This is an optimization exercise on Yosys and OpenROAD, whose aim is small area, not a production implementation.
The RTL was checked by simulation tests, not by an equivalence proof against the original design.
Power is estimated from default activity; no workload was simulated.

<file path="flow/flow/run.sh">
#!/bin/bash
# Standard ORFS layout (the standard.sh, unchanged synthesis) with:
#  - port buffers made from the smallest buffer, sky130_fd_sc_hd__buf_1;
set -o pipefail
cd "$(dirname "$0")/.."
export BUFFER_PORTS_ARGS="-buffer_cell sky130_fd_sc_hd__buf_1"
CTS_SIZE=$(sed -n 's/^export CTS_CLUSTER_SIZE *= *//p' config.mk)
CTS_DIAM=$(sed -n 's/^export CTS_CLUSTER_DIAMETER *= *//p' config.mk)
CTS_BUFS=$(sed -n 's/^export CTS_BUF_LIST *= *//p' config.mk)
export CTS_ARGS="-sink_clustering_enable -repair_clock_nets -dont_use_dummy_load -sink_clustering_size ${CTS_SIZE:-12} -sink_clustering_max_diameter ${CTS_DIAM:-60} -buf_list {${CTS_BUFS:-sky130_fd_sc_hd__clkbuf_8}}"
echo "CTS_ARGS=$CTS_ARGS" > run_settings.log
bash standard.sh > standard.log 2>&1
</file>
<file path="flow/standard.sh">
#!/bin/bash
# synth_recipe.tcl (not shown) runs the flow's synth.tcl, then flattens the netlist and writes it again
# the make line also repeats each setting of config.mk as NAME=value (left out here)
make -C /OpenROAD-flow-scripts/flow DESIGN_CONFIG=/design/flow/config.mk WORK_HOME=/design/flow/orfs CLKGATE_MAP_FILE= SYNTH_SCRIPT=/design/flow/synth_recipe.tcl "${@:-finish}"
</file>
<file path="flow/config.mk">
export PLATFORM = sky130hd
export DESIGN_NAME = qos_core
export DESIGN_NICKNAME = qos_core
export VERILOG_FILES = /design/flow/design.v
export SDC_FILE = /design/flow/constraint.sdc
export NUM_CORES = 4
export LEC_CHECK = 0
export CAP_MARGIN = 20
export CORE_MARGIN = 2
export CORE_UTILIZATION = 40
export CTS_BUF_LIST = sky130_fd_sc_hd__clkbuf_8
export CTS_CLUSTER_DIAMETER = 50
export CTS_CLUSTER_SIZE = 16
export SLEW_MARGIN = 20
</file>
<file path="flow/constraint.sdc">
create_clock -name core_clock -period 8.0 [get_ports {clk}]
set_input_delay 1.6000 -clock core_clock [delete_from_list [all_inputs] [get_ports {clk}]]
set_output_delay 1.6000 -clock core_clock [all_outputs]
set_load 0.01 [all_outputs]
</file>
<file path="flow/design.v">
module qos_chan (
    input            clk,
    input            rst_n,
    input            vin,
    input      [7:0] din,
    input            en,
    output reg       v,
    output reg       sync,
    output reg [7:0] b,
    output     [7:0] cnt,
    output reg [7:0] r2
);
    reg        hunt;
    reg  [7:0] pos;
    reg  [6:0] reps;
    wire is47   = (din == 8'h47);
    wire verif  = ~hunt & (pos == 8'h4c);
    wire locked = (reps == 7'h40);
    wire jump   = hunt | verif;
    always @(posedge clk or negedge rst_n) begin
        if (!rst_n) begin
            v    <= 1'b0;
            sync <= 1'b0;
            b    <= 8'd0;
            hunt <= 1'b1;
        end else begin
            v    <= vin;
            sync <= vin & verif & is47 & locked;
            if (vin) begin
                b <= din;
                if (jump) hunt <= ~is47;
            end
        end
    end
    always @(posedge clk) begin
        if (vin) begin
            pos <= jump ? 8'h00 : {pos[6:0], ~(pos[7] ^ pos[5] ^ pos[4] ^ pos[3])};
            if (hunt)
                reps <= 7'd0;
            else if (verif & is47 & ~locked)
                reps <= {reps[5:0], ~(reps[6] ^ reps[5])};
        end
    end
    reg  [1:0] pst;
    reg        first;
    reg  [3:0] prev;
    wire [7:0] live = r2 + {7'd0, pst[1] & pst[0]};
    assign cnt = en ? 8'd0 : live;
    always @(posedge clk or negedge rst_n) begin
        if (!rst_n) begin
            pst   <= 2'd0;
            first <= 1'b1;
            r2    <= 8'd0;
        end else begin
            r2 <= cnt;
            if (en) begin
                pst   <= 2'd0;
                first <= 1'b1;
            end else begin
                case (pst)
                    2'd0: if (sync) pst <= 2'd1;
                    2'd1: if (v & pos[2]) begin
                              pst <= (b[4] & ~first & (b[3:0] != prev + 4'd1)) ? 2'd2 : 2'd0;
                              if (b[4]) first <= 1'b0;
                          end
                    2'd2: if (v) pst <= 2'd3;
                    2'd3: pst <= 2'd0;
                endcase
            end
        end
    end
    always @(posedge clk)
        if ((pst == 2'd1) & v & pos[2] & b[4])
            prev <= b[3:0];
endmodule
module main_control (
    input             clk,
    input             rstn,
    input      [31:0] err_count,    
    input      [31:0] err_reg,      
    input      [3:0]  sync,
    input             mm_write_en,
    input             mm_read_en,
    input      [7:0]  mm_addr,
    input      [31:0] mm_wdata,
    output reg [31:0] mm_rdata,
    output reg [1:0]  mux_control,
    output reg        en_reset_counter
);
    reg  [31:0] cfg;
    reg  [19:0] ic;
    reg  [3:0]  sp_q;
    reg  [1:0]  ac_q;
    reg         fall;
    wire        fb   = cfg[0];
    wire        man  = cfg[1];
    wire [1:0]  mch  = cfg[3:2];
    wire [7:0]  prio = cfg[11:4];
    wire [19:0] rt   = cfg[31:12];
    wire [3:0] sp = en_reset_counter ? 4'd0 : (sp_q | sync);
    wire hit  = (ic == rt);
    wire fire = hit & (|rt);
    always @(posedge clk)
        ic <= (hit | mm_write_en) ? 20'd0 : ic + 20'd1;
    wire [7:0] e0 = err_count[7:0];
    wire [7:0] e1 = err_count[15:8];
    wire [7:0] e2 = err_count[23:16];
    wire [7:0] e3 = err_count[31:24];
    wire lt01 = e0 < e1, eq01 = e0 == e1;
    wire lt02 = e0 < e2, eq02 = e0 == e2;
    wire lt03 = e0 < e3, eq03 = e0 == e3;
    wire lt12 = e1 < e2, eq12 = e1 == e2;
    wire lt13 = e1 < e3, eq13 = e1 == e3;
    wire lt23 = e2 < e3, eq23 = e2 == e3;
    reg [15:0] win;
    always @(*) begin
        win = {16{~fb}};
        win[{2'd0,2'd1}] = lt01 | (eq01 & ~fb);
        win[{2'd1,2'd0}] = ~(lt01 | (eq01 & fb));
        win[{2'd0,2'd2}] = lt02 | (eq02 & ~fb);
        win[{2'd2,2'd0}] = ~(lt02 | (eq02 & fb));
        win[{2'd0,2'd3}] = lt03 | (eq03 & ~fb);
        win[{2'd3,2'd0}] = ~(lt03 | (eq03 & fb));
        win[{2'd1,2'd2}] = lt12 | (eq12 & ~fb);
        win[{2'd2,2'd1}] = ~(lt12 | (eq12 & fb));
        win[{2'd1,2'd3}] = lt13 | (eq13 & ~fb);
        win[{2'd3,2'd1}] = ~(lt13 | (eq13 & fb));
        win[{2'd2,2'd3}] = lt23 | (eq23 & ~fb);
        win[{2'd3,2'd2}] = ~(lt23 | (eq23 & fb));
    end
    function [1:0] pick(input [1:0] a, input [1:0] b, input [3:0] p, input [15:0] w);
        integer k;
        begin
            pick = 2'd0;
            for (k = 0; k < 16; k = k + 1)
                if ({a, b} == k[3:0])
                    pick = (!p[k[3:2]]) ? k[1:0] : (!p[k[1:0]]) ? k[3:2] : (w[k] ? k[3:2] : k[1:0]);
        end
    endfunction
    wire [1:0] p0  = pick(prio[7:6], prio[5:4], sp, win);
    wire [1:0] p1  = pick(prio[3:2], prio[1:0], sp, win);
    wire [1:0] sel = pick(p0, p1, sp, win);
    always @(posedge clk or negedge rstn) begin
        if (!rstn) begin
            cfg              <= {20'd0, 8'hE4, 4'd0};
            sp_q             <= 4'd0;
            ac_q             <= 2'd0;
            mux_control      <= 2'd0;
            en_reset_counter <= 1'b0;
            fall             <= 1'b0;
        end else begin
            if (mm_write_en && mm_addr == 8'h00)
                cfg <= mm_wdata;
            sp_q <= sp;
            ac_q <= mux_control;
            if (mm_write_en) begin
                en_reset_counter <= 1'b1;
                fall             <= 1'b1;
            end else if (man) begin
                mux_control <= mch;
            end else if (fall) begin
                mux_control      <= prio[1:0];
                fall             <= 1'b0;
                en_reset_counter <= 1'b0;
            end else begin
                en_reset_counter <= fire;
                if (fire) mux_control <= sel;
            end
        end
    end
    always @(posedge clk)
        if (rstn && mm_read_en) begin
            if      (mm_addr == 8'h00) mm_rdata <= cfg;
            else if (mm_addr == 8'h01) mm_rdata <= {26'd0, sp_q, ac_q};
            else if (mm_addr == 8'h02) mm_rdata <= err_reg;
        end
endmodule
module qos_core (
    input         clk,
    input         rst_n,
    input         valid1,
    input  [7:0]  ts_data1,
    input         valid2,
    input  [7:0]  ts_data2,
    input         valid3,
    input  [7:0]  ts_data3,
    input         valid4,
    input  [7:0]  ts_data4,
    input         mm_write_en,
    input         mm_read_en,
    input  [7:0]  mm_addr,
    input  [31:0] mm_wdata,
    output [31:0] mm_rdata,
    output        valid_out,
    output        syn_out,
    output [7:0]  ts_data_out
);
    wire [3:0]  v, s;
    wire [31:0] b, cnt, r2;
    wire [1:0]  mux_control;
    wire        en_reset_counter;
    qos_chan ch1 (.clk(clk), .rst_n(rst_n), .vin(valid1), .din(ts_data1), .en(en_reset_counter),
                  .v(v[0]), .sync(s[0]), .b(b[7:0]),   .cnt(cnt[7:0]),   .r2(r2[7:0]));
    qos_chan ch2 (.clk(clk), .rst_n(rst_n), .vin(valid2), .din(ts_data2), .en(en_reset_counter),
                  .v(v[1]), .sync(s[1]), .b(b[15:8]),  .cnt(cnt[15:8]),  .r2(r2[15:8]));
    qos_chan ch3 (.clk(clk), .rst_n(rst_n), .vin(valid3), .din(ts_data3), .en(en_reset_counter),
                  .v(v[2]), .sync(s[2]), .b(b[23:16]), .cnt(cnt[23:16]), .r2(r2[23:16]));
    qos_chan ch4 (.clk(clk), .rst_n(rst_n), .vin(valid4), .din(ts_data4), .en(en_reset_counter),
                  .v(v[3]), .sync(s[3]), .b(b[31:24]), .cnt(cnt[31:24]), .r2(r2[31:24]));
    main_control main_control_inst (
        .clk(clk), .rstn(rst_n),
        .err_count(cnt), .err_reg(r2), .sync(s),
        .mm_write_en(mm_write_en), .mm_read_en(mm_read_en),
        .mm_addr(mm_addr), .mm_wdata(mm_wdata), .mm_rdata(mm_rdata),
        .mux_control(mux_control), .en_reset_counter(en_reset_counter)
    );
    assign valid_out   = v[mux_control];
    assign syn_out     = s[mux_control];
    assign ts_data_out = b[mux_control*8 +: 8];
endmodule
</file>
==> impl_metrics.csv, run 1 <==
group,metric,value,unit
logic_synthesis,yosysMostFrequentCell,"nand2_1",
logic_synthesis,ys_async_sr_fraction,50.4,%
sta,finalSetupViolations,0,
pwr,peakVddDrop,0.000118,V
sta,rsz0062_at_grt,"no",
worst_setup_path,cp-end-kind,"flip-flop",
sta,hold-worst-slack,0.464,ns
sta,setup_tns,0,ns
logic_synthesis,synthDistinctLibCells,75,
sta,fin_skew,0.0819,ns
detailed_routing,vias,9447,
worst_setup_path,crit_required,8.38,ns
die,die_x,187,um
worst_setup_path,worstPathArrival,5.04,ns
die,start_util,40.9,%
outcome,status,"timing/DRC/antenna clean",
detailed_routing,met2WireLength,15200,um
cts,postCtsSetupBuffers,0,
worst_setup_path,cp_common_cell,"ha_1",
finish,regArea,6910,um2
place,gp_congestion,0.921,
pwr,power_density,187,nW/um2
finish,final_nets,1463,
detailed_routing,wirelength,32900,um
detailed_routing,dr_wl_met3,1860,um
cts,worst_skew_pair.late_latency,0.53,ns
logic_synthesis,yosysTopAreaCellShare,24.2,%
grt,antenna_found_initial,1,
logic_synthesis,synth_area_leader_cell,"edfxtp_1",
place,post-place-ws,3.45,ns
worst_setup_path,critPathKind,"reg2reg",
finish,drive_gt1_share,13.1,%
worst_setup_path,cp_num_cells,17,
hold_path,min_path_type,"reg2reg",
die,ios,122,
sta,max_freq,215,MHz
detailed_routing,drc_errors,0,
detailed_routing,first_pass_iters,5,
logic_synthesis,synthTopCellsByCount,"120 x nand2_1, 118 x dfrtp_1, 108 x edfxtp_1",
detailed_routing,wl_per_cell,18.6,um
sta,tightestPinTransition,0.968,ns
cts,hold_buffers,0,
logic_synthesis,seq_area_frac_synth,51.7,%
pwr,power.leakage,0.00610,uW
cts,htreeDepth,2,
sta,maxSlewHeadroom,35.1,%
place,port_buffers,121,
grt,first_global_vias,9552,
die,die_area,34900,um2
sta,maxSlewViolCount,0,
sta,hold_viol_final,0,
worst_setup_path,cp_slowest_stage_delay,0.45,ns
worst_setup_path,cp_cell_sequence,"and2_1, ha_1, ha_1, xnor2_1, or2_2, ha_1, a21o_1, a221o_1, a21oi_1, o22a_1, o22ai_1, a21o_1, a211oi_4, mux2i_1, or3_1, o2111ai_1, a21oi_1",
sta,setup_ws,3.35,ns
worst_setup_path,ff2ff_path_depth,17,
die,row_count,66,
place,hpwl,24500,um
cts,path_clk_slew,0.07,ns
worst_setup_path,cp_slowest_cell,"a211oi_4",
finish,insertedDiodeCount,0,
detailed_routing,ant_nets,0,
logic_synthesis,netlist_area,13400,um2
worst_setup_path,critPathMaxFanout,7,
cts,tritoncts,"built",
logic_synthesis,synth_area_leaders,"edfxtp_1 24%, dfrtp_1 22%, ha_1 5.5%",
grt,grt_max_degree,67,
detailed_routing,routed.top_layer,"met5",
job,drv_cap,0,
die,core-area,32700,um2
detailed_routing,drtIter0Drc,486,
sta,period_minus_slack,4.65,ns
logic_synthesis,ys_seq_elements,258,
cts,cts.path.max_buffers,3,
cts,numCtsBuffers,35,
logic_synthesis,synthFlopType,"dfrtp_1",
detailed_routing,wl_met1,14700,um
detailed_routing,vias_per_cell,5.36,
grt,grt_overflow_total,0,
worst_setup_path,cp-start-kind,"flip-flop",
worst_setup_path,path_buf_inv,0,
grt,grt_pass1_wl,52700,um
logic_synthesis,synth_area_per_cell,11.2,um2
finish,multiInputGateArea,6170,um2
cts,cts.sinks,258,
logic_synthesis,synth_edf_count,108,
worst_setup_path,path_delay_family,"compound AO/OA/AOI/OAI gates",
die,die_h,187,um
logic_synthesis,syn-num-nets,1333,
finish,n_fill_cell,3173,
sta,fin_crit_sh,58.2,%
logic_synthesis,yosysWarnings,2,
cts,cts_root_buf,"clkbuf_8",
hold_path,hold_depth,2,
cts,post_cts_resized,0,
logic_synthesis,syn_inst,1194,
grt,grt_usage,18.9,%
finish,area_delta_synth_final,10.7,%
## power breakdown
group          total, uW  leakage [uW]  switching (uW)  internal, uW
logic                351       0.00297             187           164
clock network        834      0.000252             446           388
registers           1580       0.00287            99.9          1480
total               2760       0.00610             733          2030
## final cells by class
| cell class | instances | share of cell area, % |
|---|---|---|
| well taps | 442 | 3.73 |
| flip-flops and latches | 258 | 46.7 |
| multi-input cells | 854 | 41.6 |
| clock buffers | 35 | 3.25 |
| repair buffers | 131 | 3.62 |
| inverters | 44 | 1.11 |
## layer usage
| metal | up-vias | global-route usage [%] |
|---|---|---|
| met5 | - | 0 |
| met4 | 2 | 6.47 |
| met3 | 68 | 3.36 |
| met2 | 264 | 30.8 |
| met1 | 4566 | 25.5 |
| li1 | 4547 | - |
## stage by stage
stage	std cells	power (uW)	util (%)	cell area, um2
detailed placement	1729	1960	43.8	14300
global route	1764	2900	45.3	14800
finish	1764	2760	45.3	14800
floorplan	1194	1820	-	13400
CTS	1764	2800	45.3	14800
global placement	1729	1950	43.8	14300
## sequential cells by signal, indices dropped and copies added (netlist names), 8 cells and up
register / flops
ch2.r2: 8
ch2.b: 8
ch4.pos: 8
ch3.b: 8
main_control_inst.ic: 20
ch4.b: 8
main_control_inst.mm_rdata: 32
main_control_inst.cfg: 32
ch1.pos: 8
ch1.r2: 8
ch2.pos: 8
ch3.r2: 8
ch1.b: 8
ch4.r2: 8
ch3.pos: 8
## worst paths after layout
kind	from	to	slack [ns]
setup / recovery	ch4.pst[1]	main_control_inst.mux_control[1]	3.35
hold / removal	ch3.first	ch3.first	0.46
setup reg to reg	ch4.pst[1]	main_control_inst.mux_control[1]	3.35
hold reg to reg	ch3.first	ch3.first	0.46
max in group asynchronous	rst_n	ch1.r2[1]	5.25
min in group asynchronous	rst_n	ch3.r2[6]	1.34
## tightest hold or removal path, cell delays in order, from the launching register on
cell     delay [ns]
dfstp_2        0.37
nand2_1        0.05
nand2_1        0.05
## cells in the final DEF, fill, tap and decap left out, types with 4 or more instances in the layout
master,synthesis,layout
nand2_1,120,120
dfrtp_1,118,118
buf_1,7,118
edfxtp_1,108,108
nor2_1,73,73
mux2_2,60,60
ha_1,59,59
xor2_1,54,54
xnor2_1,50,50
nor2b_1,49,49
a21oi_1,46,46
nand3_1,45,45
inv_1,42,42
clkbuf_8,0,35
o21ai_0,31,31
nor4_1,25,25
nand3b_1,23,23
dfxtp_1,20,20
or2_2,19,19
and2_1,18,18
and3_1,17,17
nor3_1,17,16
nand4_1,15,15
dfstp_2,12,12
o31ai_1,11,11
mux4_2,10,10
buf_4,1,10
mux2i_1,9,9
nand2b_1,8,8
o211ai_1,8,8
nor4b_1,7,7
a21o_1,6,6
nand4b_1,5,5
a211oi_1,6,5
or4b_2,4,4
o211ai_2,4,4
a31oi_1,4,4
o2111ai_1,4,4
## kinds of logic (layout without fill, tap and decap cells)
group                    after synthesis  count (layout)  synth area share (%)
AO/OA/AOI/OAI                        154             154                  8.23
XOR/XNOR                             105             105                  6.93
adder cells (fa/ha/maj)               59              59                  5.52
buffers and inverters                 82             210                  2.36
flip-flops                           258             258                  51.7
multiplexers                          79              79                  7.41
AND/OR/NAND/NOR                      457             457                  17.9
==> run 2, diff against run 1 <==
--- a/flow/config.mk
+++ b/flow/config.mk
@@ -7,8 +7,8 @@
 export LEC_CHECK = 0
 export CAP_MARGIN = 20
 export CORE_MARGIN = 2
-export CORE_UTILIZATION = 40
+export CORE_UTILIZATION = 65
 export CTS_BUF_LIST = sky130_fd_sc_hd__clkbuf_8
-export CTS_CLUSTER_DIAMETER = 50
-export CTS_CLUSTER_SIZE = 16
+export CTS_CLUSTER_DIAMETER = 45
+export CTS_CLUSTER_SIZE = 22
 export SLEW_MARGIN = 20
==> impl_metrics.csv, run 2 <==
group,metric,value,unit
logic_synthesis,syn_inst,1194,
grt,antenna_found_initial,1,
detailed_routing,vias_per_cell,6.06,
sta,period_minus_slack,4.70,ns
sta,tightestPinTransition,0.970,ns
pwr,p_int,1960,uW
grt,grt_usage,29.3,%
cts,hold_buffers,0,
finish,stdcell_area,14500,um2
worst_setup_path,ff2ff_path_depth,17,
pwr,power.switching,713,uW
worst_setup_path,cp_slowest_stage_delay,0.62,ns
detailed_routing,wl_per_cell,19.8,um
worst_setup_path,rr_startpoint,"ch3.pst[1]",
finish,reg_top3,"main_control_inst.cfg (32), main_control_inst.mm_rdata (32), main_control_inst.ic (20)",
detailed_routing,drtIter0Drc,545,
hold_path,hold_depth,2,
cts,path_clk_slew,0.09,ns
finish,final_cell_mix,"120 x nand2_1, 120 x buf_1, 118 x dfrtp_1",
cts,cts.sinks,258,
worst_setup_path,path_buf_inv,0,
logic_synthesis,syn-num-nets,1333,
sta,finalSetupViolations,0,
place,dp_cells,1558,
die,ios,122,
logic_synthesis,synth_edf_count,108,
place,gp_congestion,0.912,
finish,fin_util,71.8,%
hold_path,hold_start,"ch3.first",
grt,grt_max_degree,68,
cts,numCtsBuffers,29,
place,placed_area,14100,um2
pwr,peakVddDrop,0.000174,V
sta,fin_skew,0.0468,ns
worst_setup_path,cp_num_cells,17,
detailed_routing,dr_wl_met3,1940,um
cts,worst_skew_pair.late_latency,0.59,ns
pwr,pwr-share-comb,13.1,%
logic_synthesis,netlist_area,13400,um2
finish,layout.cells.non_filler,1589,
outcome,status,"timing/DRC/antenna clean",
worst_setup_path,cp-start-kind,"flip-flop",
logic_synthesis,synthTopCellsByCount,"120 x nand2_1, 118 x dfrtp_1, 108 x edfxtp_1",
grt,grt_overflow_total,0,
logic_synthesis,ys_seq_elements,258,
sta,max_freq,213,MHz
job,drv_cap,0,
die,start_util,66.1,%
logic_synthesis,seq_area_frac_synth,51.7,%
die,die_area,21700,um2
detailed_routing,wirelength,31500,um
grt,first_global_vias,9404,
die,die_x,147,um
finish,n_fill_cell,1518,
worst_setup_path,path_delay_family,"compound AO/OA/AOI/OAI gates",
detailed_routing,wl_met1,13900,um
detailed_routing,met2WireLength,14700,um
cts,post_cts_resized,0,
logic_synthesis,synthFlopType,"dfrtp_1",
logic_synthesis,yosysMostFrequentCell,"nand2_1",
cts,tritoncts,"built",
pwr,power.leakage,0.00606,uW
sta,setup_tns,0,ns
worst_setup_path,critPathKind,"reg2reg",
finish,final_nets,1459,
detailed_routing,routed.top_layer,"met4",
finish,area_delta_synth_final,8.66,%
worst_setup_path,cp_cell_sequence,"and2_1, ha_1, and3_1, nand3_1, xor2_1, or2_2, ha_1, nand4_1, a21oi_1, a2bb2oi_1, nor2_1, a2111oi_2, nand2_1, a31oi_1, a221oi_2, nor4b_1, a21oi_1",
worst_setup_path,cp-end-kind,"flip-flop",
sta,maxSlewViolCount,0,
finish,drive_gt1_share,12.7,%
logic_synthesis,synth_area_leaders,"edfxtp_1 24%, dfrtp_1 22%, ha_1 5.5%",
hold_path,min_path_type,"reg2reg",
place,hpwl,23200,um
grt,grt_pass1_wl,50100,um
logic_synthesis,synth_area_leader_cell,"edfxtp_1",
hold_path,hold_end,"ch3.first",
worst_setup_path,ff2ff_setup_slack,3.30,ns
cts,postCtsSetupBuffers,0,
detailed_routing,ant_nets,0,
detailed_routing,first_pass_iters,5,
cts,cts_root_buf,"clkbuf_8",
cts,htreeDepth,1,
pwr,power_density,184,nW/um2
die,core-area,20200,um2
detailed_routing,drc_errors,0,
logic_synthesis,ys_async_sr_fraction,50.4,%
worst_setup_path,worstPathArrival,5.16,ns
pwr,p_seq_share,59.0,%
sta,rsz0062_at_grt,"no",
sta,hold_viol_final,0,
pwr,swShare,26.6,%
pwr,clock_power_share,27.9,%
die,die_h,147,um
logic_synthesis,yosysWarnings,2,
logic_synthesis,yosysTopAreaCellShare,24.2,%
worst_setup_path,critPathMaxFanout,6,
sta,fin_crit_sh,58.8,%
worst_setup_path,reg2reg_to,"main_control_inst.mux_control[0]",
worst_setup_path,cp_slowest_cell,"a2bb2oi_1",
cts,cts.path.max_buffers,3,
detailed_routing,vias,9623,
die,row_count,52,
worst_setup_path,crit_required,8.46,ns
logic_synthesis,synth_area_per_cell,11.2,um2
sta,maxSlewHeadroom,35.4,%
place,port_buffers,121,
logic_synthesis,synthDistinctLibCells,75,
-- run 2: cell counts after synthesis --
No cell type changed its count.
-- run 2: cell type report --
type	instances	area, um2	area share (%)
inverter	44	165	1.14
sequential	258	6910	47.6
timing repair buffer	133	552	3.80
clock buffer	29	399	2.75
multi-input combinational	854	6170	42.4
tap	270	338	2.32
antenna	1	2.50	0.0172
-- run 2: power by group through the flow --
stage / registers (uW) / clock network, uW / logic, uW
floorplan: 1550 / 0 / 273
global placement: 1600 / 0 / 343
detailed placement: 1610 / 0 / 347
CTS: 1580 / 761 / 352
global route: 1590 / 802 / 387
finish: 1580 / 746 / 351
-- run 2: worst max-delay path by stage --
| stage | from | end | slack [ns] |
|---|---|---|---|
| final | ch3.pst[1] | main_control_inst.mux_control[0] | 3.30 |
| after floorplan | mm_addr[7] | main_control_inst.mm_rdata[0] | 3.12 |
| after detailed placement | ch4.pst[0] | main_control_inst.mux_control[1] | 3.42 |
| after global placement | ch4.pst[1] | main_control_inst.mux_control[1] | 3.38 |
| after CTS | ch2.pst[1] | main_control_inst.mux_control[0] | 3.40 |
| after global routing | ch2.pst[1] | main_control_inst.mux_control[0] | 2.96 |
-- run 2: metal layers --
layer  up-vias  GRT usage [%]
li1       4549              -
met1      4671           41.0
met2       331           47.5
met3        72           4.88
met4         0           9.23
met5         -              0
-- run 2: cell families after synthesis --
group / synth area share, %
xor gates and xnor gates: 6.93
adders and majority gates: 5.52
and+or+nand+nor: 17.9
muxes: 7.41
buffers and inverters: 2.36
AOI/OAI and AO/OA: 8.23
DFF: 51.7
-- run 2: metrics by stage --
step           total power (uW)  setup WS, ns  hold WS [ns]
3_5_place_dp               1950          3.42         0.454
5_1_grt                    2780          2.96         0.501
3_3_place_gp               1950          3.38         0.447
6_report                   2680          3.30         0.471
2_1_floorplan              1820          3.12         0.373
4_1_cts                    2690          3.40         0.468
-- run 2: worst reg2reg max path: cells and delay by family, from the launching register on --
family                     cells  cell delay [ns]
DFF                            1             0.41
xor gates and xnor gates       1             0.14
and+or+nand+nor                8             1.67
AOI/OAI and AO/OA              6             1.84
adders and majority gates      2             0.52
==> run 3, diff against run 2 <==
==> flow/config.mk (replaced) <==
export PLATFORM = sky130hd
export DESIGN_NAME = qos_core
export DESIGN_NICKNAME = qos_core
export VERILOG_FILES = /design/flow/design.v
export SDC_FILE = /design/flow/constraint.sdc
export NUM_CORES = 4
export LEC_CHECK = 0
export CAP_MARGIN = 20
export CORE_MARGIN = 2
export CORE_UTILIZATION = 60
export CTS_BUF_LIST = sky130_fd_sc_hd__clkbuf_16
export CTS_CLUSTER_DIAMETER = 80
export CTS_CLUSTER_SIZE = 30
export SLEW_MARGIN = 20
==> impl_metrics.csv, run 3 <==
group,metric,value,unit
logic_synthesis,yosysTopAreaCellShare,24.2,%
logic_synthesis,synth_area_per_cell,11.2,um2
pwr,power.leakage,0.00602,uW
sta,finalSetupViolations,0,
cts,cts.sinks,258,
grt,grt_pass1_wl,49700,um
outcome,status,"timing/DRC/antenna clean",
logic_synthesis,synthFlopType,"dfrtp_1",
finish,area_delta_synth_final,8.36,%
detailed_routing,vias_per_cell,5.97,
grt,grt_usage,26.5,%
worst_setup_path,critPathKind,"reg2reg",
cts,tritoncts,"built",
logic_synthesis,netlist_area,13400,um2
logic_synthesis,synth_area_leaders,"edfxtp_1 24%, dfrtp_1 22%, ha_1 5.5%",
grt,grt_overflow_total,0,
logic_synthesis,yosysWarnings,2,
worst_setup_path,worstPathArrival,5.12,ns
finish,fin_util,66.4,%
grt,antenna_found_initial,1,
logic_synthesis,synthDistinctLibCells,75,
worst_setup_path,cp-start-kind,"flip-flop",
detailed_routing,vias,9435,
cts,post_cts_resized,0,
logic_synthesis,synth_edf_count,108,
sta,tightestPinTransition,1.04,ns
detailed_routing,drc_errors,0,
finish,stdcell_area,14500,um2
pwr,p_seq_share,58.9,%
cts,postCtsSetupBuffers,0,
place,gp_congestion,0.936,
pwr,peakVddDrop,0.000207,V
cts,htreeDepth,1,
die,die_x,153,um
sta,maxSlewViolCount,0,
pwr,power.switching,698,uW
logic_synthesis,synthTopCellsByCount,"120 x nand2_1, 118 x dfrtp_1, 108 x edfxtp_1",
cts,cts_root_buf,"clkbuf_16",
sta,maxSlewHeadroom,30.4,%
job,drv_cap,0,
logic_synthesis,ys_seq_elements,258,
worst_setup_path,cp_slowest_cell,"a2bb2oi_1",
pwr,pwr-share-comb,13.1,%
finish,insertedDiodeCount,0,
place,port_buffers,121,
place,placed_area,14100,um2
pwr,power_density,185,nW/um2
sta,fin_skew,0.0720,ns
cts,hold_buffers,0,
cts,worst_skew_pair.late_latency,0.52,ns
worst_setup_path,cp-end-kind,"flip-flop",
sta,rsz0062_at_grt,"no",
grt,grt_max_degree,75,
detailed_routing,wirelength,31200,um
logic_synthesis,syn-num-nets,1333,
finish,n_fill_cell,1731,
logic_synthesis,yosysMostFrequentCell,"nand2_1",
detailed_routing,first_pass_iters,5,
worst_setup_path,cp_common_cell,"ha_1",
logic_synthesis,syn_inst,1194,
pwr,clock_power_share,28.0,%
sta,fin_crit_sh,59.4,%
cts,cts.path.max_buffers,3,
finish,final_cell_mix,"120 x nand2_1, 120 x buf_1, 118 x dfrtp_1",
sta,max_freq,211,MHz
sta,period_minus_slack,4.75,ns
finish,drive_gt1_share,11.5,%
sta,hold_viol_final,0,
logic_synthesis,synth_area_leader_cell,"edfxtp_1",
worst_setup_path,crit_required,8.37,ns
detailed_routing,ant_nets,0,
hold_path,min_path_type,"reg2reg",
die,die_area,23500,um2
cts,path_clk_slew,0.11,ns
die,row_count,54,
logic_synthesis,seq_area_frac_synth,51.7,%
cts,numCtsBuffers,15,
place,hpwl,23200,um
logic_synthesis,ys_async_sr_fraction,50.4,%
sta,setup_tns,0,ns
worst_setup_path,cp_slowest_stage_delay,0.58,ns
grt,first_global_vias,9164,
finish,final_nets,1442,
worst_setup_path,critPathMaxFanout,6,
die,ios,122,
detailed_routing,wl_per_cell,19.7,um
die,die_h,153,um
die,core-area,21800,um2
pwr,p_int,1980,uW
worst_setup_path,cp_cell_sequence,"and2_1, ha_1, ha_1, nand3_1, xor2_1, or2_2, inv_1, ha_1, a21oi_1, o21ai_0, or3_1, a2bb2oi_1, nor2_1, a2111oi_2, nand2_1, a31oi_1, a221oi_2, nor4b_1, a21oi_1",
die,start_util,61.3,%
finish,reg_top3,"main_control_inst.cfg (32), main_control_inst.mm_rdata (32), main_control_inst.ic (20)",
detailed_routing,drtIter0Drc,531,
pwr,swShare,26.1,%
==> run 3: cell families after synthesis <==
kind of cell | Yosys count | share of synthesized area [%]
AND/OR/NAND/NOR | 457 | 17.9
flip-flops | 258 | 51.7
AO/OA/AOI/OAI | 154 | 8.23
XOR/XNOR | 105 | 6.93
buffers and inverters | 82 | 2.36
multiplexers | 79 | 7.41
adder cells (fa/ha/maj) | 59 | 5.52
==> run 3: path summary, 6_finish.rpt <==
| check | from | endpoint | slack, ns | cells after the start |
|---|---|---|---|---|
| max | ch2.pst[1] | main_control_inst.mux_control[0] | 3.25 | 19 |
| min | ch2.first | ch2.first | 0.46 | 2 |
| max reg2reg | ch2.pst[1] | main_control_inst.mux_control[0] | 3.25 | 19 |
| min reg2reg | ch2.first | ch2.first | 0.46 | 2 |
| max in group asynchronous | rst_n | ch2.r2[7] | 5.24 | 2 |
| min in group asynchronous | rst_n | main_control_inst.cfg[3] | 1.24 | 1 |
==> run 3: through the flow <==
step                      worst slack, ns  instances  power (uW)  hold WS (ns)
final                                3.25       1581        2680         0.465
after global routing                 2.93       1581        2790         0.477
after floorplan                      3.12       1194        1820         0.373
after CTS                            3.38       1581        2700         0.467
after global placement               3.49       1566        1950         0.447
after detailed placement             3.44       1566        1950         0.449
==> run 3: layout make-up <==
class | count | area (um2) | area share, %
sequential | 258 | 6910 | 47.7
multi-input combinational | 854 | 6170 | 42.5
timing repair buffer | 130 | 526 | 3.63
clock buffer | 15 | 375 | 2.59
tap | 280 | 350 | 2.42
inverter | 44 | 165 | 1.14
==> run 3: power groups by stage <==
stage | clock [uW] | sequential, uW | combinational (uW)
global route | 807 | 1590 | 388
detailed placement | 0 | 1610 | 348
CTS | 765 | 1580 | 353
floorplan | 0 | 1550 | 273
finish | 750 | 1580 | 350
global placement | 0 | 1600 | 347
==> run 3: critical path, delay by kind of cell, from the launching register on <==
kind,cells,cell delay [ns]
flops,1,0.43
simple gates,7,1.41
xor+xnor,1,0.15
fa+ha+maj,3,0.61
compound gates,7,1.84
buf+inv,1,0.15
==> run 3: layer usage <==
metal / global-route usage [%] / share of wire, % / up-vias
li1: - / - / 4521
met1: 37.4 / 45 / 4613
met2: 43.8 / 47 / 252
met3: 4.34 / 5.7 / 47
met4: 5.51 / 2.1 / 2
met5: 0 / 0.042 / -
==> run 4, diff against run 3 <==
--- a/flow/config.mk
+++ b/flow/config.mk
@@ -8,7 +8,7 @@
 export CAP_MARGIN = 20
 export CORE_MARGIN = 2
 export CORE_UTILIZATION = 60
-export CTS_BUF_LIST = sky130_fd_sc_hd__clkbuf_16
-export CTS_CLUSTER_DIAMETER = 80
-export CTS_CLUSTER_SIZE = 30
+export CTS_BUF_LIST = sky130_fd_sc_hd__clkbuf_8 sky130_fd_sc_hd__clkbuf_16
+export CTS_CLUSTER_DIAMETER = 100
+export CTS_CLUSTER_SIZE = 24
 export SLEW_MARGIN = 20
==> impl_metrics.csv, run 4 <==
group,metric,value,unit
outcome,status,"timing/DRC/antenna clean",
sta,period_minus_slack,4.72,ns
finish,n_fill_cell,1738,
logic_synthesis,synthFlopType,"dfrtp_1",
place,placed_area,14100,um2
detailed_routing,drc_errors,0,
detailed_routing,first_pass_iters,4,
detailed_routing,vias,9484,
place,gp_congestion,0.936,
worst_setup_path,crit_required,8.41,ns
worst_setup_path,critPathMaxFanout,6,
die,row_count,54,
worst_setup_path,critPathKind,"reg2reg",
logic_synthesis,synth_area_leader_cell,"edfxtp_1",
logic_synthesis,yosys.area_share.xor_xnor,6.93,%
detailed_routing,vias_per_cell,6.00,
detailed_routing,wirelength,31200,um
worst_setup_path,reg2reg_to,"main_control_inst.mux_control[0]",
sta,hold_viol_final,0,
detailed_routing,wl_per_cell,19.8,um
finish,fin_util,66.3,%
worst_setup_path,path_delay_family,"compound AO/OA/AOI/OAI gates",
pwr,peakVddDrop,0.000176,V
hold_path,hold_start,"ch2.first",
hold_path,hold_depth,2,
logic_synthesis,synth_edf_count,108,
die,die_h,153,um
cts,tritoncts,"built",
worst_setup_path,worstPathArrival,5.13,ns
cts,cts_root_buf,"clkbuf_16",
sta,maxSlewHeadroom,30.9,%
worst_setup_path,cp_slowest_cell,"a2bb2oi_1",
finish,reg_top3,"main_control_inst.cfg (32), main_control_inst.mm_rdata (32), main_control_inst.ic (20)",
logic_synthesis,seq_area_frac_synth,51.7,%
finish,insertedDiodeCount,0,
worst_setup_path,ff2ff_path_depth,19,
die,ios,122,
logic_synthesis,synthSimpleGateAreaFrac,17.9,%
logic_synthesis,synth_top_family_by_area,"simple AND/OR/NAND/NOR gates",
detailed_routing,drtIter0Drc,474,
logic_synthesis,netlist_area,13400,um2
die,start_util,61.3,%
die,die_x,153,um
cts,path_clk_slew,0.11,ns
worst_setup_path,cp_cell_sequence,"and2_1, ha_1, ha_1, nand3_1, xor2_1, or2_2, inv_1, ha_1, a21oi_1, o21ai_0, or3_1, a2bb2oi_1, nor2_1, a2111oi_2, nand2_1, a31oi_1, a221oi_2, nor4b_1, a21oi_1",
hold_path,min_path_type,"reg2reg",
sta,fin_skew,0.0594,ns
worst_setup_path,cp-end-kind,"flip-flop",
pwr,power.total,2650,uW
sta,tightestPinTransition,1.04,ns
logic_synthesis,ys_async_sr_fraction,50.4,%
cts,htreeDepth,1,
grt,antenna_found_initial,1,
logic_synthesis,yosysWarnings,2,
detailed_routing,ant_nets,0,
cts,cts.sinks,258,
finish,layout.cells.non_filler,1580,
finish,drive_gt1_share,11.5,%
place,dp_cells,1566,
logic_synthesis,syn_inst,1194,
pwr,power_density,183,nW/um2
grt,first_global_vias,9143,
grt,grt_overflow_total,0,
sta,setup_tns,0,ns
logic_synthesis,synth_area_per_cell,11.2,um2
logic_synthesis,synthDistinctLibCells,75,
pwr,power.leakage,0.00601,uW
hold_path,hold_end,"ch2.first",
finish,final_nets,1441,
cts,postCtsSetupBuffers,0,
logic_synthesis,synthAdderAreaFrac,5.52,%
finish,stdcell_area,14500,um2
cts,post_cts_resized,0,
cts,numCtsBuffers,14,
sta,max_freq,212,MHz
finish,area_delta_synth_final,8.18,%
worst_setup_path,cp-start-kind,"flip-flop",
logic_synthesis,yosysMostFrequentCell,"nand2_1",
logic_synthesis,synth_compound_area_share,8.23,%
die,die_area,23500,um2
sta,maxSlewViolCount,0,
grt,grt_max_degree,75,
worst_setup_path,cp_slowest_stage_delay,0.58,ns
logic_synthesis,ys_seq_elements,258,
grt,grt_usage,26.5,%
place,port_buffers,121,
worst_setup_path,rr_startpoint,"ch2.pst[1]",
worst_setup_path,path_buf_inv,1,
logic_synthesis,synthMuxAreaShare,7.41,%
sta,rsz0062_at_grt,"no",
logic_synthesis,synth_area_leaders,"edfxtp_1 24%, dfrtp_1 22%, ha_1 5.5%",
sta,fin_crit_sh,59.0,%
logic_synthesis,syn-num-nets,1333,
cts,cts.path.max_buffers,3,
worst_setup_path,ff2ff_setup_slack,3.28,ns
worst_setup_path,cp_common_cell,"ha_1",
grt,grt_pass1_wl,49600,um
cts,hold_buffers,0,
job,drv_cap,0,
logic_synthesis,synthTopCellsByCount,"120 x nand2_1, 118 x dfrtp_1, 108 x edfxtp_1",
sta,finalSetupViolations,0,
logic_synthesis,yosysTopAreaCellShare,24.2,%
finish,final_cell_mix,"120 x nand2_1, 120 x buf_1, 118 x dfrtp_1",
die,core-area,21800,um2
place,hpwl,23200,um
cts,worst_skew_pair.late_latency,0.51,ns
-- run 4: area by class of cell --
cell class / instances / area, um2 / area share [%]
Multi-Input combinational cell: 854 / 6170 / 42.6
Inverter: 44 / 165 / 1.14
Timing Repair Buffer: 130 / 526 / 3.63
Clock buffer: 14 / 350 / 2.42
Sequential cell: 258 / 6910 / 47.8
Tap cell: 280 / 350 / 2.42
-- run 4: cells by family (layout without fill, tap and decap cells) --
logic type | Yosys count | count (layout)
mux | 79 | 79
buf+inv | 82 | 188
compound gates | 154 | 154
fa+ha+maj | 59 | 59
xor+xnor | 105 | 105
simple gates | 457 | 457
flops | 258 | 258
-- run 4: routing by layer --
layer	track usage, %	vias to the layer above	share of wire, %
li1	-	4512	-
met1	37.4	4665	45
met2	43.9	263	48
met3	4.11	42	5.5
met4	5.29	2	1.9
met5	0	-	0.042
-- run 4: how the worst max path moves through the flow --
| stage | startpoint | endpoint | slack [ns] | cells after the start |
|---|---|---|---|---|
| global route | ch2.pst[1] | main_control_inst.mux_control[0] | 2.98 | 18 |
| global placement | ch2.pst[1] | main_control_inst.mux_control[0] | 3.49 | 18 |
| CTS | ch2.pst[1] | main_control_inst.mux_control[0] | 3.42 | 19 |
| finish | ch2.pst[1] | main_control_inst.mux_control[0] | 3.28 | 19 |
| floorplan | mm_addr[7] | main_control_inst.mm_rdata[0] | 3.12 | 3 |
| detailed placement | ch2.pst[1] | main_control_inst.mux_control[0] | 3.44 | 19 |
-- run 4: worst min-delay path, delay by kind of cell, from the launching register on --
| kind | cells | cell delay, ns |
|---|---|---|
| flops | 1 | 0.38 |
| simple gates | 2 | 0.10 |
-- run 4: stage by stage --
stage	hold slack, ns	setup slack [ns]
after floorplan	0.373	3.12
after global placement	0.447	3.49
after detailed placement	0.449	3.44
after CTS	0.464	3.42
after global routing	0.474	2.98
final	0.463	3.28
-- run 4: power by group --
group	leakage, uW	internal, uW	switching [uW]
combinational	0.00296	165	187
clock	0.000173	315	405
sequential	0.00287	1480	99.3
total	0.00601	1960	691
==> run 5, diff against run 4 <==
--- a/flow/config.mk
+++ b/flow/config.mk
@@ -8,7 +8,7 @@
 export CAP_MARGIN = 20
 export CORE_MARGIN = 2
 export CORE_UTILIZATION = 60
-export CTS_BUF_LIST = sky130_fd_sc_hd__clkbuf_8 sky130_fd_sc_hd__clkbuf_16
-export CTS_CLUSTER_DIAMETER = 100
-export CTS_CLUSTER_SIZE = 24
+export CTS_BUF_LIST = sky130_fd_sc_hd__clkbuf_8
+export CTS_CLUSTER_DIAMETER = 60
+export CTS_CLUSTER_SIZE = 18
 export SLEW_MARGIN = 20
==> impl_metrics.csv, run 5 <==
group,metric,value,unit
finish,drive_gt1_share,12.2,%
finish,area_delta_synth_final,8.13,%
sta,tightestPinTransition,1.03,ns
place,dp_cells,1566,
worst_setup_path,rr_startpoint,"ch2.pst[1]",
place,post-place-ws,3.44,ns
detailed_routing,ant_nets,0,
logic_synthesis,syn_inst,1194,
worst_setup_path,cp-start-kind,"flip-flop",
sta,finalSetupViolations,0,
worst_setup_path,ff2ff_setup_slack,3.31,ns
cts,numCtsBuffers,25,
logic_synthesis,synthSimpleGateAreaFrac,17.9,%
place,hpwl,23200,um
cts,worst_skew_pair.late_latency,0.58,ns
sta,hold-worst-slack,0.460,ns
grt,grt_pass1_wl,49900,um
detailed_routing,drtIter0Drc,610,
grt,first_global_vias,9207,
grt,grt_overflow_total,0,
worst_setup_path,cp_slowest_stage_delay,0.56,ns
cts,post_cts_resized,0,
grt,antenna_found_initial,0,
worst_setup_path,cp_cell_sequence,"and2_1, ha_1, ha_1, nand3_1, xor2_1, or2_2, inv_1, ha_1, a21oi_1, o21ai_0, or3_1, a2bb2oi_1, nor2_1, a2111oi_2, nand2_1, a31oi_1, a221oi_2, nor4b_1, a21oi_1",
grt,grt_max_degree,75,
worst_setup_path,worstPathArrival,5.12,ns
detailed_routing,wirelength,31300,um
sta,fin_skew,0.0635,ns
logic_synthesis,netlist_area,13400,um2
finish,final_nets,1452,
sta,fin_crit_sh,58.6,%
logic_synthesis,synthDistinctLibCells,75,
sta,maxSlewHeadroom,31.3,%
outcome,status,"timing/DRC/antenna clean",
die,die_area,23500,um2
cts,tritoncts,"built",
sta,max_freq,213,MHz
pwr,peakVddDrop,0.000171,V
detailed_routing,wl_met1,14200,um
place,port_buffers,121,
detailed_routing,dr_wl_met3,1710,um
detailed_routing,routed.top_layer,"met4",
die,die_h,153,um
logic_synthesis,synth_area_leaders,"edfxtp_1 24%, dfrtp_1 22%, ha_1 5.5%",
logic_synthesis,synth_top_family_by_area,"simple AND/OR/NAND/NOR gates",
detailed_routing,met2WireLength,14700,um
logic_synthesis,yosysTopAreaCellShare,24.2,%
sta,setup_ws,3.31,ns
pwr,power.leakage,0.00602,uW
place,gp_congestion,0.936,
detailed_routing,wl_per_cell,19.7,um
cts,cts.sinks,258,
logic_synthesis,ys_seq_elements,258,
cts,cts.path.max_buffers,3,
grt,grt_usage,26.6,%
logic_synthesis,syn-num-nets,1333,
sta,setup_tns,0,ns
cts,path_clk_slew,0.09,ns
hold_path,min_path_type,"reg2reg",
logic_synthesis,yosysMostFrequentCell,"nand2_1",
logic_synthesis,yosys.area_share.xor_xnor,6.93,%
logic_synthesis,synth_edf_count,108,
worst_setup_path,reg2reg_to,"main_control_inst.mux_control[0]",
logic_synthesis,seq_area_frac_synth,51.7,%
finish,layout.cells.non_filler,1591,
hold_path,hold_depth,2,
logic_synthesis,synth_area_leader_cell,"edfxtp_1",
die,row_count,54,
worst_setup_path,critPathKind,"reg2reg",
logic_synthesis,synth_compound_area_share,8.23,%
detailed_routing,drc_errors,0,
detailed_routing,first_pass_iters,5,
worst_setup_path,cp_slowest_cell,"a2bb2oi_1",
logic_synthesis,synthAdderAreaFrac,5.52,%
die,start_util,61.3,%
logic_synthesis,synthMuxAreaShare,7.41,%
die,ios,122,
logic_synthesis,synth_area_per_cell,11.2,um2
sta,hold_viol_final,0,
worst_setup_path,cp-end-kind,"flip-flop",
finish,stdcell_area,14500,um2
cts,htreeDepth,1,
die,core-area,21800,um2
finish,insertedDiodeCount,0,
detailed_routing,vias,9486,
hold_path,hold_start,"ch2.first",
die,die_x,153,um
finish,regArea,6910,um2
finish,n_fill_cell,1761,
logic_synthesis,yosysWarnings,2,
logic_synthesis,synthFlopType,"dfrtp_1",
cts,cts_root_buf,"clkbuf_8",
finish,reg_top3,"main_control_inst.cfg (32), main_control_inst.mm_rdata (32), main_control_inst.ic (20)",
pwr,power_density,182,nW/um2
finish,final_cell_mix,"120 x nand2_1, 120 x buf_1, 118 x dfrtp_1",
sta,maxSlewViolCount,0,
sta,period_minus_slack,4.69,ns
worst_setup_path,critPathMaxFanout,6,
job,drv_cap,0,
place,placed_area,14100,um2
finish,multiInputGateArea,6170,um2
logic_synthesis,ys_async_sr_fraction,50.4,%
worst_setup_path,cp_common_cell,"ha_1",
detailed_routing,vias_per_cell,5.96,
cts,postCtsSetupBuffers,0,
worst_setup_path,crit_required,8.43,ns
logic_synthesis,synthTopCellsByCount,"120 x nand2_1, 118 x dfrtp_1, 108 x edfxtp_1",
cts,hold_buffers,0,
worst_setup_path,ff2ff_path_depth,19,
sta,rsz0062_at_grt,"no",
hold_path,hold_end,"ch2.first",
run 5: cell counts after synthesis:
No cell type changed its count.
run 5: stage by stage:
step,util (%),total power [uW]
global route,66.3,2740
floorplan,-,1820
finish,66.3,2630
detailed placement,64.7,1950
CTS,66.3,2640
global placement,64.7,1950
run 5: layout make-up:
type	instances	share of cell area, %
Inverter	44	1.14
Clock buffer	25	2.38
Sequential cell	258	47.8
Multi-Input combinational cell	854	42.6
Tap cell	280	2.42
Timing Repair Buffer	130	3.63
run 5: where the power goes:
part,internal (uW),switching [uW]
clock network,277,420
registers,1480,98.9
logic,165,187
total,1920,705
run 5: critical path: cells and delay by family (launching register included):
kind / cells / cell delay (ns)
compound gates: 7 / 1.83
xor+xnor: 1 / 0.15
fa+ha+maj: 3 / 0.60
buf+inv: 1 / 0.16
flops: 1 / 0.42
simple gates: 7 / 1.39
run 5: logic make-up after synthesis:
logic type	Yosys count
AO/OA/AOI/OAI	154
buffers and inverters	82
multiplexers	79
flip-flops	258
AND/OR/NAND/NOR	457
XOR/XNOR	105
adder cells (fa/ha/maj)	59
run 5: per-layer routing:
layer / up-vias / track usage [%]
met5: - / 0
met4: 0 / 6.13
met3: 50 / 4.31
met2: 264 / 43.7
met1: 4634 / 37.6
li1: 4538 / -
run 5: worst max-delay path by stage:
| stage | start | end | cells after the start | slack (ns) |
|---|---|---|---|---|
| 6_report | ch2.pst[1] | main_control_inst.mux_control[0] | 19 | 3.31 |
| 5_1_grt | ch2.pst[1] | main_control_inst.mux_control[0] | 18 | 2.97 |
| 4_1_cts | ch4.pst[1] | main_control_inst.mux_control[1] | 17 | 3.37 |
| 3_5_place_dp | ch2.pst[1] | main_control_inst.mux_control[0] | 19 | 3.44 |
| 3_3_place_gp | ch2.pst[1] | main_control_inst.mux_control[0] | 18 | 3.49 |
| 2_1_floorplan | mm_addr[7] | main_control_inst.mm_rdata[0] | 3 | 3.12 |

-- port drivers added, routing unchanged --
Ports are ideal in the flow. The routed layouts listed here were re-timed in OpenROAD. Step 1 sets driving cells, clkbuf_16 on the clock port and buf_2 on the other inputs (assumed; they add their load-dependent delay and slew). Step 2 moves the port delays by t, midway between the first and last clock arrival at a register: inputs arrive t later, outputs are due t later. That takes back most of the time a late clock gives input paths. Slacks: no drivers / after step 1 / after step 2; pairs: no drivers / after step 1.
run | shift t [ns] | slack for setup (ns) | slew at the worst register clock pin (ns) | worst data-port slew with drivers (ns)
run 1 | 0.544 | 3.347 / 3.347 / 3.347 | 0.10 / 0.10 | 0.07
run 2 | 0.609 | 3.297 / 3.297 / 3.297 | 0.10 / 0.10 | 0.08
run 3 | 0.528 | 3.251 / 3.251 / 3.251 | 0.12 / 0.12 | 0.07
run 4 | 0.532 | 3.281 / 3.281 / 3.281 | 0.11 / 0.11 | 0.07
run 5 | 0.590 | 3.310 / 3.310 / 3.310 | 0.11 / 0.11 | 0.07
After both steps setup and hold are still met in every run listed.
